What follows belongs to an exercise in optimizing a design on an open flow for small area and a short achievable clock period; a production flow would make more cautious choices. Where RTL was checked, it was by simulation tests only, not by an equivalence proof against the original. No activity file was given, so power comes from the tool's default toggle rates.

==> flow/design.v (excerpt) <==
module CPU_EEPROM(clk, reset, PC, Data, Out, carry, parity, sign, zero);
Size: about 1400 cells after synthesis, ~270 flip-flops, ~16000 sq um of cells after synthesis.
clock: 7.5 ns
lec_check: 0
abc_clock_period_in_ps: 3000
cap_margin: 20
core_margin: 2
core_utilization: 40
setup_slack_margin: 4.0
slew_margin: 20
run.sh (not shown) runs the stock make flow with config.mk's settings and CLKGATE_MAP_FILE= SYNTH_SCRIPT=/design/flow/synth_recipe.tcl, a recipe that flattens the netlist after the stock synthesis.
The first run ran to the end with no violations.
Rerun with:
ABC_CLOCK_PERIOD_IN_PS = 2500   (was 3000)
CORE_UTILIZATION = 65   (was 40)
SETUP_SLACK_MARGIN = 4.5   (was 4.0)
This time the run never finished: it broke off in global routing (DPL-0033).
Area after synthesis is unchanged.
Synthesized cell count stays the same.
Rerun with:
ABC_CLOCK_PERIOD_IN_PS = default   (was 2500)
CORE_UTILIZATION = 40   (was 65)
SETUP_SLACK_MARGIN = default   (was 4.5)
Effect: The changed run completed with no timing, DRC or antenna violations; synthesized area stays the same; synthesized cell count does not change.
No functional check of the RTL was part of any run of this note.

Another version of the RTL of CPU_EEPROM (not shown whole).
For scale: ~1700 cells after synthesis, roughly 270 flip-flops, about 17000 um2 of cells after synthesis.
clock: 7.5 ns
lec_check: 0
abc_clock_period_in_ps: 2500
cap_margin: 20
core_margin: 2
core_utilization: 50
setup_slack_margin: 4.1
slew_margin: 20
synth_hierarchical: 1
The baseline ran to the end with no violations.
==> next run, changes <==
- SETUP_SLACK_MARGIN: 4.1 -> 4.5
- TNS_END_PERCENT: not set -> 0
Outcome: The changed run finished with timing, DRC and antenna clean; area after synthesis is unchanged; final cell count is higher by about 0.7%; clock skew is lower by 5.7 ps; combinational power is lower by about 0.8%; fmax is higher by about 2.6%; global-route usage is higher by 1.2 points; synthesized cell count does not change; cell area hardly moves; worst hold slack improved by 10 ps; power is lower by about 2.7%.

Another version of the RTL of CPU_EEPROM (not shown whole).
For scale: about 1,500 cells after synthesis, ~270 flip-flops, roughly 35 I/O pins.
export LEC_CHECK = 0
export ABC_CLOCK_PERIOD_IN_PS = 2500
export CAP_MARGIN = 20
export CORE_MARGIN = 2
export CORE_UTILIZATION = 50
export CTS_CLUSTER_DIAMETER = 100
export CTS_CLUSTER_SIZE = 24
export SETUP_SLACK_MARGIN = 4.5
export SLEW_MARGIN = 50
export SYNTH_HIERARCHICAL = 1
export TNS_END_PERCENT = 0
create_clock -name core_clock -period 7.5 [get_ports {clk}]
standard.sh (not shown) runs the stock make flow with config.mk's settings and CLKGATE_MAP_FILE= SYNTH_SCRIPT=/design/flow/synth_recipe.tcl, a recipe that flattens the netlist after the stock synthesis.
==> flow/flow/run.sh <==
#!/bin/bash
# Own layout flow: the standard flow (standard.sh), with the port buffers
# that buffer_ports inserts made plain buf_4 cells instead of the default
# delay-buffer cells; synthesis is the standard synthesis, unchanged.
# Each step's full output goes to a log file in the work folder.
set -euo pipefail
bash standard.sh synth > synth.log 2>&1
export BUFFER_PORTS_ARGS="-buffer_cell sky130_fd_sc_hd__buf_4"
bash standard.sh > layout.log 2>&1
The first run finished with timing, DRC and antenna clean.
Rerun with:
- CORE_UTILIZATION: 50 -> 60
The new run completed with no timing, DRC or antenna violations.
Register-to-register slack barely changes.
Power shrinks by 1.7%.
Sequential power barely changes.
Core utilization grows by 12 points.
Rerun with:
- CORE_UTILIZATION: 60 -> 50
- CTS_CLUSTER_DIAMETER: 100 -> default
- CTS_CLUSTER_SIZE: 24 -> default
Result:
- The changed run finished with timing, DRC and antenna clean
- fmax came out lower slightly
- wire length came out higher by a few percent
- first-iteration DRC count went down by about a fifth
- sequential power hardly moves
- final area climbs slightly
- clock power increases by well over a third
- setup slack loses 0.052 ns
- combinational power went down by a few percent
- synthesized area is unchanged
Rerun with:
- CORE_UTILIZATION: 50 -> 60
Result:
- area after synthesis stays the same
- first-iteration DRC count came out higher by 33%
- maximum frequency climbs by about 2%

== job 7803 ==
CPU_EEPROM, a different RTL version from the one above (not shown whole).
Size: roughly 1500 cells after synthesis, roughly 270 flip-flops, roughly 0.016 mm² of cells after synthesis.
==> flow/design.v (excerpt) <==
module CPU_EEPROM(clk, reset, PC, Data, Out, carry, parity, sign, zero);
input clk, reset;
output reg [12:0] PC;
input [7:0] Data;
output reg [7:0] Out;
output reg carry;
output parity;
output sign;
output zero;
reg        update;
reg [7:0]  A, B, C;
reg [5:0]  op2;           
reg [3:0]  SQ;            
reg [12:0] stk [15:0];
reg fa, pp, ss, zz;
cpu_flags u_flags(.A(A), .fa(fa), .pp(pp), .ss(ss), .zz(zz),
                  .parity(parity), .sign(sign), .zero(zero));
wire [15:0] sqd = 16'd1 << SQ;
wire [12:0] top;
cpu_stkrd u_stkrd(.sel(sqd), .e0(stk[0]), .e1(stk[1]), .e2(stk[2]), .e3(stk[3]),
                  .e4(stk[4]), .e5(stk[5]), .e6(stk[6]), .e7(stk[7]),
                  .e8(stk[8]), .e9(stk[9]), .e10(stk[10]), .e11(stk[11]),
                  .e12(stk[12]), .e13(stk[13]), .e14(stk[14]), .e15(stk[15]), .y(top));
wire [21:0] sa;
wire [3:0]  sc_;
wire [6:0]  sb, scc;
wire [3:0]  spc;
wire f_we, fl, f_keep, push, pop, wr, two, out_we;
cpu_dec u_dec(.D(Data), .u(update), .op2(op2),
              .carry(carry), .parity(parity), .sign(sign), .zero(zero),
              .sa(sa), .scar(sc_), .sb(sb), .sc(scc), .spc(spc),
              .f_we(f_we), .fl(fl), .f_keep(f_keep),
              .push(push), .pop(pop), .wr(wr), .two(two), .out_we(out_we));
wire [8:0] r_b, r_c, r_a1, r_m;
wire [7:0] r_b1, r_c1;
  ...
export LEC_CHECK = 0
export ABC_CLOCK_PERIOD_IN_PS = 2500
export CAP_MARGIN = 20
export CORE_MARGIN = 2
export CORE_UTILIZATION = 50
export SETUP_SLACK_MARGIN = 4.5
export SLEW_MARGIN = 50
export SYNTH_HIERARCHICAL = 1
export TNS_END_PERCENT = 10
create_clock -name core_clock -period 7.5 [get_ports {clk}]
run.sh (not shown) runs the stock make flow with config.mk's settings and CLKGATE_MAP_FILE= SYNTH_SCRIPT=/design/flow/synth_recipe.tcl, a recipe that flattens the netlist after the stock synthesis.
Stock flow here: none of the scripts above is used.
Job 7803 ended with every stage complete and zero timing, DRC or antenna violations.
## Diff of input files: job 4094 against job 7803
diff --git a/flow/config.mk b/flow/config.mk
--- a/flow/config.mk
+++ b/flow/config.mk
@@ -14,2 +14,2 @@
 export SYNTH_HIERARCHICAL = 1
-export TNS_END_PERCENT = 10
+export TNS_END_PERCENT = 0
### Flow results
Row routing usage on met1: job 4094 lower / job 7803 higher. In the tables for job 7803 and job 4094, count of filler cells inserted in the layout reads lower with job 7803. Job 4094 vs. job 7803: part of the total power dissipated in combinational logic shows a reduction of 1.6 points, overall power of the completed layout shows an increase of 1.1%, routed wire length shows a reduction of 5.8%, worst setup slack shows an increase of 0.045 ns. Job 4094: number of iterations in the first detailed-routing pass lower than job 7803. Job 4094 — signal arrival time at the worst endpoint 0.10 ns lower, job 7803 as reference.
Input changes introduced in job 4131 (baseline for comparison: job 4094):
diff --git a/flow/config.mk b/flow/config.mk
--- a/flow/config.mk
+++ b/flow/config.mk
@@ -11,5 +11,6 @@
 export CORE_UTILIZATION = 50
-export SETUP_SLACK_MARGIN = 4.5
-export SLEW_MARGIN = 50
+export CTS_CLUSTER_DIAMETER = 100
+export CTS_CLUSTER_SIZE = 20
+export SETUP_SLACK_MARGIN = 4.3
+export SLEW_MARGIN = 20
 export SYNTH_HIERARCHICAL = 1
-export TNS_END_PERCENT = 0
## What came out
- Every stage of the flow completed for job 4131, and the final layout passed the timing, design-rule and antenna checks.
- Going from job 4094 to job 4131, clock power fell about 30%, via count saw an increase.
- Against job 4094 as the reference, job 4131 delivers a lower clock power share.
- Final area | job 4131 above job 4094
- Against job 4094, job 4131 comes in 3.9 points higher on fraction of power consumed by combinational cells.
The following lists how job 2367 was set up differently from job 4131:
diff --git a/flow/config.mk b/flow/config.mk
--- a/flow/config.mk
+++ b/flow/config.mk
@@ -11,6 +11,5 @@
 export CORE_UTILIZATION = 50
-export CTS_CLUSTER_DIAMETER = 100
-export CTS_CLUSTER_SIZE = 20
-export SETUP_SLACK_MARGIN = 4.3
+export SETUP_SLACK_MARGIN = 4.5
 export SLEW_MARGIN = 20
 export SYNTH_HIERARCHICAL = 1
+export TNS_END_PERCENT = 0
### Flow results
Worst hold-check slack: job 2367 vs job 4131 down 0.0047 ns. Comparing job 4131 and job 2367, the lower share of total power in the clock network is on job 4131. Job 4131 has a higher global-route met1 utilization than job 2367. Job 2367 reports a lower design area than job 4131 does. Compared with job 4131, clock-buffer cell count in job 2367 increased by more than 10%. Peak ir drop on the vdd network is lower on job 2367. Job 2367 -> job 4131: standard-cell row count delta 0, exact match. Job 2367 ended up with Data[6] as its worst setup path startpoint; job 4131 ended up with Data[3].
No run of this note included a check of the RTL's function; only the layout flow was run.

[port drivers added, routing unchanged]
No port has a modelled driver above. Below, the same layouts with a new extraction and two added sets of constraints. Step 1 sets driving cells, clkbuf_16 on the clock port and buf_2 on the other inputs (assumed; they add their load-dependent delay and slew). Step 2 adds t to the input delays and takes it off the output delays; t is the mean of the earliest and latest rising clock arrival at the registers after step 1. Input paths then give back, and output paths get back, about the clock's delay inside the block. a / b / c = ideal / step 1 / step 2; a / b = the first two.
run | t (ns) | setup WS [ns] | worst setup path after step 2 | clock arrival spread, ns | cell pins on the clock port's net
the first run of note 1 | 0.638 | 3.160 / 3.164 / 2.526 | input to register | 0.042 / 0.042 | 1
the third run of note 1 | 0.639 | 1.226 / 1.250 / 0.611 | input to register | 0.036 / 0.036 | 1
the first run of note 2 | 0.627 | 3.955 / 3.958 / 3.331 | input to register | 0.023 / 0.024 | 1
the second run of note 2 | 0.603 | 4.044 / 3.947 / 3.344 | input to register | 0.017 / 0.018 | 1
the first run of note 3 | 0.554 | 4.133 / 4.058 / 3.503 | input to register | 0.026 / 0.025 | 1
the second run of note 3 | 0.540 | 4.125 / 4.057 / 3.518 | input to register | 0.019 / 0.019 | 1
the third run of note 3 | 0.603 | 4.073 / 4.022 / 3.488 | input to register | 0.026 / 0.025 | 1
the fourth run of note 3 | 0.591 | 4.141 / 4.090 / 3.537 | input to register | 0.017 / 0.018 | 1
job 7803 | 0.601 | 3.993 / 3.898 / 3.297 | input to register | 0.028 / 0.028 | 1
job 4094 | 0.612 | 4.039 / 4.006 / 3.422 | input to register | 0.024 / 0.024 | 1
job 4131 | 0.566 | 3.940 / 3.969 / 3.403 | input to register | 0.032 / 0.032 | 1
job 2367 | 0.615 | 3.935 / 3.940 / 3.324 | input to register | 0.041 / 0.041 | 1
After both steps setup and hold are still met in every run listed. The setup slack of the second run of note 2, which loses most, moves by -0.097 ns with the drivers and by -0.700 ns with both steps.
